From an optimization exercise on the open Yosys and OpenROAD flow, aimed at small area; shortcuts taken in it are not production practice.
RTL that was checked went through simulation tests only; none was proved equivalent to the original.

==> inputs of 01-05 <==
## filter_lut
module filter_lut(output [11:0] filtop,
                  input  [7:0]  x,
                  input         clk);
clock: 10.0 ns
lec_check: 0
cap_margin: 20
core_margin: 2
core_utilization: 40
gpl_timing_driven: 0
slew_margin: 20
synth_hierarchical: 1
synth_minimum_keep_size: 0
run.sh (not shown) runs the stock make flow with config.mk's settings and CLKGATE_MAP_FILE= SYNTH_SCRIPT=/design/flow/synth_recipe.tcl, a recipe that flattens the netlist after the stock synthesis.
==> inputs of 05-07, as changes to 01-05 <==
==> flow/design.v (replaced) <==
module fa(input a, input b, input ci, output s, output co);
assign s = a ^ b ^ ci;
assign co = (a & b) | (a & ci) | (b & ci);
endmodule
module ha(input a, input b, output s, output co);
assign s = a ^ b;
assign co = a & b;
endmodule
module filter_lut(output [11:0] filtop,
                  input  [7:0]  x,
                  input         clk);
reg [7:0] x1, x2, x3;
always @(posedge clk) begin
  x1 <= x;
  x2 <= x1;
  x3 <= x2;
end
wire c1 = x1 >= 8'd205;   
wire c0 = x  >= 8'd137;   
wire s1, c2;
ha u_s1 (.a(x3[0]), .b(x2[0]), .s(s1), .co(c2));
wire s3, c4;
fa u_s3 (.a(x3[1]), .b(x2[1]), .ci(c2), .s(s3), .co(c4));
wire s5, c6;
fa u_s5 (.a(x3[0]), .b(x3[2]), .ci(x2[2]), .s(s5), .co(c6));
wire s7, c8;
ha u_s7 (.a(s5), .b(c4), .s(s7), .co(c8));
wire s9, c10;
fa u_s9 (.a(x2[0]), .b(x3[1]), .ci(x3[3]), .s(s9), .co(c10));
wire s11, c12;
fa u_s11 (.a(x2[3]), .b(c6), .ci(s9), .s(s11), .co(c12));
wire s13, c14;
ha u_s13 (.a(c8), .b(s11), .s(s13), .co(c14));
wire s15, c16;
fa u_s15 (.a(x2[1]), .b(x3[2]), .ci(x3[4]), .s(s15), .co(c16));
wire s17, c18;
fa u_s17 (.a(x2[4]), .b(c10), .ci(s15), .s(s17), .co(c18));
wire s19, c20;
fa u_s19 (.a(c12), .b(s17), .ci(c14), .s(s19), .co(c20));
wire s21, c22;
fa u_s21 (.a(x2[2]), .b(x3[3]), .ci(x3[5]), .s(s21), .co(c22));
wire s23, c24;
fa u_s23 (.a(x2[5]), .b(c16), .ci(s21), .s(s23), .co(c24));
wire s25, c26;
fa u_s25 (.a(c18), .b(s23), .ci(c20), .s(s25), .co(c26));
wire s27, c28;
fa u_s27 (.a(x2[3]), .b(x3[4]), .ci(x3[6]), .s(s27), .co(c28));
wire s29, c30;
fa u_s29 (.a(x2[6]), .b(c22), .ci(s27), .s(s29), .co(c30));
wire s31, c32;
fa u_s31 (.a(c24), .b(s29), .ci(c26), .s(s31), .co(c32));
wire s33, c34;
fa u_s33 (.a(x2[4]), .b(x3[5]), .ci(x3[7]), .s(s33), .co(c34));
wire s35, c36;
fa u_s35 (.a(x2[7]), .b(c28), .ci(s33), .s(s35), .co(c36));
wire s37, c38;
fa u_s37 (.a(c30), .b(s35), .ci(c32), .s(s37), .co(c38));
wire s39, c40;
fa u_s39 (.a(x2[5]), .b(x3[6]), .ci(c34), .s(s39), .co(c40));
wire s41, c42;
fa u_s41 (.a(c36), .b(s39), .ci(c38), .s(s41), .co(c42));
wire s43, c44;
fa u_s43 (.a(x2[6]), .b(x3[7]), .ci(c40), .s(s43), .co(c44));
wire s45, c46;
ha u_s45 (.a(s43), .b(c42), .s(s45), .co(c46));
wire s47 = x2[7] ^ c44 ^ c46;
wire s48, c49;
ha u_s48 (.a(x1[0]), .b(x1[2]), .s(s48), .co(c49));
wire s50, c51;
fa u_s50 (.a(x1[1]), .b(x1[3]), .ci(c49), .s(s50), .co(c51));
wire s52, c53;
ha u_s52 (.a(s50), .b(x[0]), .s(s52), .co(c53));
wire s54, c55;
fa u_s54 (.a(x1[2]), .b(x1[4]), .ci(c51), .s(s54), .co(c55));
wire s56, c57;
fa u_s56 (.a(s54), .b(x[1]), .ci(c53), .s(s56), .co(c57));
wire s58, c59;
fa u_s58 (.a(x1[3]), .b(x1[5]), .ci(c55), .s(s58), .co(c59));
wire s60, c61;
fa u_s60 (.a(s58), .b(x[2]), .ci(c57), .s(s60), .co(c61));
wire s62, c63;
fa u_s62 (.a(x1[4]), .b(x1[6]), .ci(c59), .s(s62), .co(c63));
wire s64, c65;
fa u_s64 (.a(x[3]), .b(s62), .ci(c61), .s(s64), .co(c65));
wire s66, c67;
fa u_s66 (.a(x1[5]), .b(x1[7]), .ci(x[4]), .s(s66), .co(c67));
wire s68, c69;
fa u_s68 (.a(c63), .b(s66), .ci(c65), .s(s68), .co(c69));
wire s70, c71;
fa u_s70 (.a(x1[6]), .b(x[5]), .ci(c67), .s(s70), .co(c71));
wire s72, c73;
ha u_s72 (.a(s70), .b(c69), .s(s72), .co(c73));
wire s74, c75;
fa u_s74 (.a(x1[7]), .b(x[6]), .ci(c71), .s(s74), .co(c75));
wire s76, c77;
ha u_s76 (.a(s74), .b(c73), .s(s76), .co(c77));
wire s78, c79;
fa u_s78 (.a(x[7]), .b(c75), .ci(c77), .s(s78), .co(c79));
wire nn1 = ~x1[0];
wire nn2 = ~x1[1];
wire nn3 = ~s48;
wire nn4 = ~s52;
wire nn5 = ~s56;
wire nn6 = ~s60;
wire nn7 = ~s64;
wire nn8 = ~s68;
wire nn9 = ~s72;
wire nn10 = ~s76;
wire nn11 = ~s78;
wire nn12 = ~c79;
wire s80, c81;
ha u_s80 (.a(s1), .b(x[0]), .s(s80), .co(c81));
wire s82, c83;
fa u_s82 (.a(nn1), .b(s3), .ci(x[1]), .s(s82), .co(c83));
wire s84 = ~(c81 ^ s82);
wire c85 = c81 | s82;
wire s86, c87;
fa u_s86 (.a(nn2), .b(s7), .ci(x[2]), .s(s86), .co(c87));
wire s88, c89;
fa u_s88 (.a(c83), .b(s86), .ci(c85), .s(s88), .co(c89));
wire s90, c91;
fa u_s90 (.a(nn3), .b(s13), .ci(x[3]), .s(s90), .co(c91));
wire s92, c93;
fa u_s92 (.a(c87), .b(s90), .ci(c89), .s(s92), .co(c93));
wire s94, c95;
fa u_s94 (.a(x[4]), .b(s19), .ci(nn4), .s(s94), .co(c95));
wire s96, c97;
fa u_s96 (.a(c91), .b(s94), .ci(c93), .s(s96), .co(c97));
wire s98, c99;
fa u_s98 (.a(x[5]), .b(s25), .ci(c95), .s(s98), .co(c99));
wire s100, c101;
fa u_s100 (.a(nn5), .b(s98), .ci(c97), .s(s100), .co(c101));
wire s102, c103;
fa u_s102 (.a(x[6]), .b(s31), .ci(c99), .s(s102), .co(c103));
wire s104, c105;
fa u_s104 (.a(nn6), .b(s102), .ci(c101), .s(s104), .co(c105));
wire s106, c107;
fa u_s106 (.a(x[7]), .b(s37), .ci(c103), .s(s106), .co(c107));
wire s108, c109;
fa u_s108 (.a(nn7), .b(s106), .ci(c105), .s(s108), .co(c109));
wire s110, c111;
fa u_s110 (.a(s41), .b(c107), .ci(nn8), .s(s110), .co(c111));
wire s112, c113;
ha u_s112 (.a(s110), .b(c109), .s(s112), .co(c113));
wire s114, c115;
fa u_s114 (.a(s45), .b(nn9), .ci(c111), .s(s114), .co(c115));
wire s116, c117;
ha u_s116 (.a(s114), .b(c113), .s(s116), .co(c117));
wire s118, c119;
fa u_s118 (.a(s47), .b(nn10), .ci(c115), .s(s118), .co(c119));
wire s120, c121;
ha u_s120 (.a(s118), .b(c117), .s(s120), .co(c121));
wire s122, c123;
fa u_s122 (.a(c1), .b(c0), .ci(nn11), .s(s122), .co(c123));
wire s124, c125;
fa u_s124 (.a(c119), .b(s122), .ci(c121), .s(s124), .co(c125));
wire s126 = nn12 ^ c123 ^ c125;
wire [10:0] L = {s120, s116, s112, s108, s104, s100, s96, s92, s88, s84, s80};
wire neg = s126;   
wire [10:0] lor;   
assign lor[0] = L[0];
genvar i;
generate for (i = 1; i < 11; i = i + 1) begin : g_or
  assign lor[i] = lor[i-1] | L[i];
end endgenerate
wire [10:0] mag = L ^ ({lor[9:0], 1'b0} & {11{neg}});
assign filtop = {neg | (~lor[10] & (x != 8'd0)), mag};
endmodule
==> flow/flow/run.sh (new file) <==
#!/bin/bash
# The standard ORFS layout (standard.sh), except that the port buffers that
# buffer_ports inserts on every input and output use the smallest buffer cell
# (buf_1) instead of the delay-buffer cell it picks by default.
set -euo pipefail
export BUFFER_PORTS_ARGS="-buffer_cell sky130_fd_sc_hd__buf_1"
bash standard.sh > standard.log 2>&1
==> flow/standard.sh (new file) <==
#!/bin/bash
# synth_recipe.tcl (not shown) runs the flow's synth.tcl, then flattens the netlist and writes it again
# the make line also repeats each setting of config.mk as NAME=value (left out here)
make -C /OpenROAD-flow-scripts/flow DESIGN_CONFIG=/design/flow/config.mk WORK_HOME=/design/flow/orfs CLKGATE_MAP_FILE= SYNTH_SCRIPT=/design/flow/synth_recipe.tcl "${@:-finish}"
removed: flow/run.sh
==> inputs of 10-08, as changes to 01-05 <==
==> flow/flow/run.sh (new file) <==
#!/bin/bash
# The standard ORFS layout (standard.sh), except that the port buffers that
# buffer_ports inserts on every input and output use the smallest buffer cell
# (buf_1) instead of the delay-buffer cell it picks by default.
set -euo pipefail
export BUFFER_PORTS_ARGS="-buffer_cell sky130_fd_sc_hd__buf_1"
bash standard.sh > standard.log 2>&1
==> flow/standard.sh (new file) <==
#!/bin/bash
# synth_recipe.tcl (not shown) runs the flow's synth.tcl, then flattens the netlist and writes it again
# the make line also repeats each setting of config.mk as NAME=value (left out here)
make -C /OpenROAD-flow-scripts/flow DESIGN_CONFIG=/design/flow/config.mk WORK_HOME=/design/flow/orfs CLKGATE_MAP_FILE= SYNTH_SCRIPT=/design/flow/synth_recipe.tcl "${@:-finish}"
Settings changed: CTS_BUF_LIST set to sky130_fd_sc_hd__clkbuf_8, CTS_CLUSTER_DIAMETER set to 200, CTS_CLUSTER_SIZE set to 30.
removed: flow/run.sh
==> inputs of 10-21, as changes to 01-05 <==
Settings changed: GPL_TIMING_DRIVEN 0 to not set.
==> results.txt <==
| quantity | 01-05 | 10-08 | 05-07 | 10-21 |
|---|---|---|---|---|
| Run status | no timing/DRC/antenna violations | no timing/DRC/antenna violations | no timing/DRC/antenna violations | no timing/DRC/antenna violations |
| Worst setup path endpoint | filtop[10] | filtop[6] | filtop[2] | filtop[4] |
| Non-clk bufs | 25 | 22 | 22 | 31 |
| Maximum clock skew at final layout | 0.978 ps | 5.37 ps | 1.47 ps | 6.95 ps |
| Post-synthesis share of cell area spent on and, or, nand and nor gates | 0.0476 | 0.0476 | 0.0443 | 0.0476 |
| Post-Syn Area per Cell | 13.4 um2 | 13.4 um2 | 14.0 um2 | 13.4 um2 |
| Grt met3 use | 0.0335 | 0.0361 | 0.0325 | 0.0348 |
| Final worst path period need | 9730 ps | 9490 ps | 9470 ps | 9780 ps |
| Per-cell via count in the routed design | 4.62 | 4.65 | 4.72 | 4.51 |
| Sequential fraction of the synthesis area | 0.240 | 0.240 | 0.243 | 0.240 |
No functional check of the RTL was part of 01-05, 10-08 and 10-21.

separate check: timing with driven ports:
In the flow no input, the clock included, has a driving cell. The finished layouts below were timed again as built, in two steps.
Step 1: set_driving_cell puts a clkbuf_16 on clk and a buf_2 on each other input, an assumption about the parent block.
Step 2 moves the port delays by t, midway between the first and last clock arrival at a register: inputs arrive t later, outputs are due t later. That takes back most of the time a late clock gives input paths.
Three values: ideal ports, drivers, drivers and shift; two values: the first two.
run | t, ns | setup slack, ns | hold slack, ns | worst setup path at the end | pins driven straight from the clock port
01-05 | 0.279 | 0.270 / 0.247 / 0.247 | 0.353 / 0.353 / 0.353 | input to output | 1
05-07 | 0.288 | 0.528 / 0.500 / 0.500 | 0.405 / 0.405 / 0.405 | input to output | 1
10-08 | 0.284 | 0.508 / 0.484 / 0.484 | 0.356 / 0.356 / 0.356 | input to output | 1
10-21 | 0.278 | 0.217 / 0.188 / 0.188 | 0.353 / 0.353 / 0.353 | input to output | 1
After both steps setup and hold are still met in every run listed. The setup slack of 10-21, which loses most, moves by -0.029 ns with the drivers and by -0.029 ns with both steps.
